This is an optimization exercise on Yosys and OpenROAD, whose aim is small area, a short achievable clock period and few clock cycles, not a production implementation.
In this exercise RTL edits were held to simulation tests only and were not proved equivalent to the original.

==> flow/design.v, too long to show whole: its modules and the start of the top module <==
// module MTX_MUL: 690 lines
module MTX_MUL( MP, ready, m1, m2, load, clk );
  // ...
==> flow/run.sh <==
#!/bin/bash
# synth_recipe.tcl (not shown) runs the flow's synth.tcl, then flattens the netlist and writes it again
# the make line also repeats each setting of config.mk as NAME=value (left out here)
make -C /OpenROAD-flow-scripts/flow DESIGN_CONFIG=/design/flow/config.mk WORK_HOME=/design/flow/orfs CLKGATE_MAP_FILE= SYNTH_SCRIPT=/design/flow/synth_recipe.tcl finish
==> flow/config.mk <==
export PLATFORM = sky130hd
export DESIGN_NAME = MTX_MUL
export DESIGN_NICKNAME = MTX_MUL
export VERILOG_FILES = /design/flow/design.v
export SDC_FILE = /design/flow/constraint.sdc
export NUM_CORES = 4
export LEC_CHECK = 0
export CAP_MARGIN = 20
export CORE_MARGIN = 2
export CORE_UTILIZATION = 40
export SLEW_MARGIN = 20
==> flow/constraint.sdc <==
create_clock -name core_clock -period 9.0 [get_ports {clk}]
set_input_delay 1.8000 -clock core_clock [delete_from_list [all_inputs] [get_ports {clk}]]
set_output_delay 1.8000 -clock core_clock [all_outputs]
set_load 0.01 [all_outputs]
==> qor.tcl, run 1 <==
set qor(status) {no timing/DRC/antenna violations}
set qor(fin_area_um2) 18900
set qor(slew_headroom_pct) 44.4
set qor(cts.repair.resized) 0
set qor(yosysWarnings) 6
set qor(synth_flop_cell) {sky130_fd_sc_hd__dfxtp_1}
set qor(synth-edff-count) 32
set qor(wirelength_met1_um) 13800
set qor(dpl-instance-area_um2) 17700
set qor(cts_setup_buffers) 0
set qor(critPathMaxFanout) 8
set qor(total_length_of_routed_met3_wires_um) 1290
set qor(whs_path_depth) 0
set qor(design.final.nets) 1791
set qor(cp_num_cells) 3
set qor(initial_utilization_pct) 40.7
set qor(cts_max_path_buffers) 3
set qor(gr-total-overflow) 0
set qor(finished_core_util_pct) 46.1
set qor(post-route-drc-count) 0
set qor(floorplan.tapcells) 532
set qor(number_of_diodes_added_for_antenna_fixing) 0
set qor(drt_first_pass_iters) 4
set qor(worst_r2r_path_depth) 11
set qor(cts_made_buffers) 36
set qor(synth_area_leader_cell) {sky130_fd_sc_hd__dfxtp_1}
Testbench counts, summed over its fixed seeds: cycles 6,144.
==> run 2: changes to the inputs <==
--- a/flow/config.mk
+++ b/flow/config.mk
@@ -5,7 +5,9 @@
 export SDC_FILE = /design/flow/constraint.sdc
 export NUM_CORES = 4
 export LEC_CHECK = 0
+export ABC_CLOCK_PERIOD_IN_PS = 4000
 export CAP_MARGIN = 20
 export CORE_MARGIN = 2
 export CORE_UTILIZATION = 40
+export SETUP_SLACK_MARGIN = 4.9
 export SLEW_MARGIN = 20
==> run 2 against run 1 <==
Net effect: fmax grew 21%; clock-buffer cell count is the same; critical path depth is the same; clock skew grew 0.54 ps; critical path type unchanged; sequential cell count is the same; register-to-register slack gained 130 ps; worst hold slack is essentially flat; sequential share of layout area shrank 0.17 points; setup slack gained 860 ps.
==> qor.tcl, run 2 <==
set qor(status) {no timing/DRC/antenna violations} ;# unchanged
set qor(synth.top_cells.by_area) {sky130_fd_sc_hd__dfxtp_1 38%, sky130_fd_sc_hd__fa_1 27%, sky130_fd_sc_hd__ha_1 8.2%} ;# unchanged
set qor(gr-total-overflow) 0 ;# unchanged
set qor(r2r-start) {ar0[5]$_DFFE_PN_} ;# was ar0[2]$_DFFE_PN_
set qor(arrival_ps) 2200 ;# was 3060 ps
set qor(wl_per_cell_um) 15.8 ;# was 15.9 µm
set qor(drt-total-wl_um) 31800 ;# was 31,700 µm
set qor(largest_register) {a} ;# unchanged
set qor(fin_hold_viols) 0 ;# unchanged
set qor(ys_top_cells_by_count) {318 x sky130_fd_sc_hd__dfxtp_1, 284 x sky130_fd_sc_hd__inv_1, 222 x sky130_fd_sc_hd__fa_1} ;# unchanged
set qor(cts_max_path_buffers) 3 ;# unchanged
set qor(detail-route-antenna-nets) 0 ;# unchanged
set qor(worstHoldEndpoint) {b3[1][3]$_DFF_P_} ;# unchanged
set qor(finalSetupViolations) 0 ;# unchanged
set qor(clock_sink_count) 350 ;# unchanged
set qor(number_of_diodes_added_for_antenna_fixing) 0 ;# unchanged
set qor(timing.critical_path.slowest_stage_cell) {sky130_fd_sc_hd__buf_2} ;# was sky130_fd_sc_hd__clkdlybuf4s50_1
set qor(place_hpwl_um) 24400 ;# unchanged
set qor(path_clk_slew_ps) 70 ;# about the same
set qor(io_pins) 37 ;# unchanged
set qor(clkLatencyLatePin_ps) 530 ;# about the same
set qor(fmax_ghz) 0.250 ;# was 0.206 GHz
set qor(drv.max_cap_violation_count) 0 ;# unchanged
set qor(die_area_um2) 43400 ;# unchanged
set qor(fp.dieH_um) 208 ;# unchanged
set qor(timing_worst_slew_pin_value_ps) 816 ;# was 835 ps
set qor(floorplan.core_area_um2) 41000 ;# unchanged
set qor(syn-instance-count) 1372 ;# unchanged
set qor(core.rowCount) 74 ;# unchanged
set qor(ys_seq_area_share_pct) 43.9 ;# unchanged
set qor(fillers) 3761 ;# was 3,774
set qor(cts-root-buf) {sky130_fd_sc_hd__clkbuf_16} ;# unchanged
set qor(vias_per_cell) 4.57 ;# was 4.55
set qor(htree_levels) 2 ;# unchanged
set qor(cp_num_cells) 3 ;# unchanged
set qor(worst_r2r_path_depth) 10 ;# was 11
set qor(synth_flop_cell) {sky130_fd_sc_hd__dfxtp_1} ;# unchanged
set qor(num_vias) 9194 ;# was 9,098
set qor(timing.critical_path.mode_cell) {sky130_fd_sc_hd__buf_2} ;# was sky130_fd_sc_hd__clkdlybuf4s50_1
set qor(grt_start_max_net_pins) 17 ;# unchanged
set qor(yosysWarnings) 6 ;# unchanged
set qor(worst_clock_skew_ps) 14.7 ;# was 14.2 ps
set qor(cp-start-kind) {input pin} ;# unchanged
set qor(synth_area_leader_cell) {sky130_fd_sc_hd__dfxtp_1} ;# unchanged
set qor(regToRegSetupSlack_ps) 5060 ;# was 4930 ps
set qor(slowest_delay_ps) 140 ;# was 550 ps
set qor(synth.most_common_cell) {sky130_fd_sc_hd__dfxtp_1} ;# unchanged
set qor(finalWeightedCongestion) 0.849 ;# unchanged
set qor(cts_tree) {built} ;# unchanged
set qor(grt.total_usage_pct) 15.9 ;# about the same
set qor(data_required_time_at_the_worst_endpoint_ps) 7200 ;# about the same
set qor(slew_violations) 0 ;# unchanged
set qor(syn_nets) 1722 ;# unchanged
set qor(asyncSetResetFlopFracSynth_pct) 0 ;# unchanged
set qor(synth-edff-count) 32 ;# unchanged
set qor(grt_pass1_vias) 10300 ;# about the same
set qor(slew_headroom_pct) 45.6 ;# was 44.4%
set qor(critPathBufInv) 2 ;# unchanged
set qor(r2r_end) {cs1b[8]$_DFF_P_} ;# unchanged
set qor(final_common_cell) {sky130_fd_sc_hd__dfxtp_1} ;# unchanged
set qor(port_buffers) 36 ;# unchanged
set qor(final_worst_path_period_need_ps) 4000 ;# was 4860 ps
set qor(drt_first_pass_iters) 6 ;# was 4
set qor(largest_register_ff_count) 96 ;# unchanged
set qor(synthesis.area_per_instance_um2) 12.2 ;# unchanged
set qor(design.final.nets) 1804 ;# was 1,791
set qor(rsz0062_at_grt) {true} ;# was false
set qor(start_point_of_the_worst_hold_path) {b3[0][3]$_DFF_P_} ;# unchanged
set qor(synth_cell_type_count) 41 ;# unchanged
set qor(timing.setup.critical_path_class) {in -> out} ;# unchanged
set qor(cts_hold_repair.buffers) 0 ;# unchanged
set qor(count_of_placed_standard_cells_including_taps) 1935 ;# unchanged
set qor(crit_family) {buffers and inverters} ;# unchanged
set qor(most_frequent_cells_in_the_layout) {314 x sky130_fd_sc_hd__dfxtp_1, 284 x sky130_fd_sc_hd__inv_1, 222 x sky130_fd_sc_hd__fa_1} ;# was 318 x sky130_fd_sc_hd__dfxtp_1, 284 x sky130_fd_sc_hd__inv_1, 222 x sky130_fd_sc_hd__fa_1
set qor(chipWidth_um) 208 ;# unchanged
set qor(post_route_cells_drive_above_1_share_pct) 7.63 ;# was 6.34%
set qor(post-route-drc-count) 0 ;# unchanged
set qor(grt_first_pass_wirelength_um) 53600 ;# was 53,500 µm
set qor(synth_top_cell_area_share_pct) 38.1 ;# unchanged
set qor(synth.ff_latch_count) 350 ;# unchanged
set qor(whs_path_depth) 0 ;# unchanged
set qor(post_layout_nonfiller_instances) 2013 ;# was 2,000
set qor(synth.cell_area_um2) 16700 ;# unchanged
set qor(fin_crit_sh_pct) 44.4 ;# was 54.0%
set qor(fin_setup_tns_ps) 0 ;# unchanged
set qor(cts_made_buffers) 36 ;# unchanged
set qor(hp-class) {reg -> reg} ;# unchanged
set qor(timing.critical_path.cells) {buf_2 > nor2b_1 > buf_2} ;# was clkdlybuf4s50_1 > nor2b_1 > clkdlybuf4s50_1
set qor(grt_antenna_before_repair) 0 ;# unchanged
set qor(timing.critical_path.to_type) {output port} ;# unchanged
set qor(flow.area_growth_from_synthesis_pct) 13.8 ;# was 13.2%
set qor(initial_utilization_pct) 40.7 ;# unchanged
set qor(critPathMaxFanout) 8 ;# unchanged
set qor(drt_iter0_drc) 369 ;# was 397
run 2: cell counts after synthesis:
No cell type changed its count.
run 2: metal layers:
metal	track usage (%)	wire (µm)	vias to the layer above
li1	-	-	4311
met1	19.8	13800	4667
met2	28.2	15900	164
met3	2.84	1300	52
met4	4.37	799	0
met5	0	0	-
run 2: kinds of logic after synthesis:
kind of cell,after synthesis,share of synthesized area [%]
flip-flops,350,43.9
AO/OA/AOI/OAI,37,1.46
XOR/XNOR,15,0.787
multiplexers,33,2.22
AND/OR/NAND/NOR,316,10.3
buffers and inverters,289,6.54
adder cells (fa/ha/maj),332,34.9
run 2: layout make-up:
class                   instances  area (µm²)  share of cell area, %
clock buffers                  47         982                   5.17
clock inverters                18         221                   1.17
inverters                     284        1070                   5.61
multi-input cells             733        8280                   43.6
flip-flops and latches        350        7330                   38.6
well taps                     532         666                   3.50
repair buffers                 49         448                   2.36
run 2: how the worst max path moves through the flow:
| stage | start | to | slack, ps |
|---|---|---|---|
| 2_1_floorplan | load | ready | 5060 |
| 3_3_place_gp | load | ready | 4190 |
| 3_5_place_dp | load | ready | 4160 |
| 4_1_cts | ar0[5]$_DFFE_PN_ | cs1b[8]$_DFF_P_ | 4910 |
| 5_1_grt | ar0[5]$_DFFE_PN_ | cs1b[11]$_DFF_P_ | 4890 |
| 6_report | load | ready | 5000 |
run 2: what timing repair did:
item,4_1_cts,5_1_grt
buffers inserted,1,12
resized for setup,8,5
pin swaps,0,1
setup endpoints to repair,2,3
gates cloned,0,0
run 2: per-stage QoR:
stage | util, % | cell area (µm²) | setup slack, ps | hold slack (ps)
final | 46.3 | 19000 | 5000 | 315
after global placement | 43.1 | 17700 | 4190 | 310
after global routing | 46.3 | 19000 | 4890 | 323
after floorplan | - | 16700 | 5060 | 310
after CTS | 46.1 | 18900 | 4910 | 311
after detailed placement | 43.1 | 17700 | 4160 | 312

[port drivers added, routing unchanged]
In the flow no input, the clock included, has a driving cell. The finished layouts below were timed again as built, in two steps. Step 1 sets driving cells, clkbuf_16 on the clock port and buf_2 on the other inputs (assumed; they add their load-dependent delay and slew). Step 2 also shifts input and output timing later by t, the mid clock arrival at the registers, as if the neighbouring blocks saw the same clock. Slacks: ideal ports / drivers / drivers and shift; pairs: ideal ports / drivers.
run | t, ns | setup WS [ns] | clock arrival spread, ns | worst register clock-pin slew, ns | worst slew at a driven data input, ns
run 1 | 0.570 | 4.141 / 4.115 / 4.115 | 0.017 / 0.018 | 0.07 / 0.07 | 0.06
run 2 | 0.570 | 5.000 / 4.977 / 4.977 | 0.018 / 0.018 | 0.07 / 0.07 | 0.06
After both steps every run listed still meets setup and hold. For run 1, which loses most, drivers alone change the setup slack by -0.026 ns; drivers and shift together by -0.026 ns.
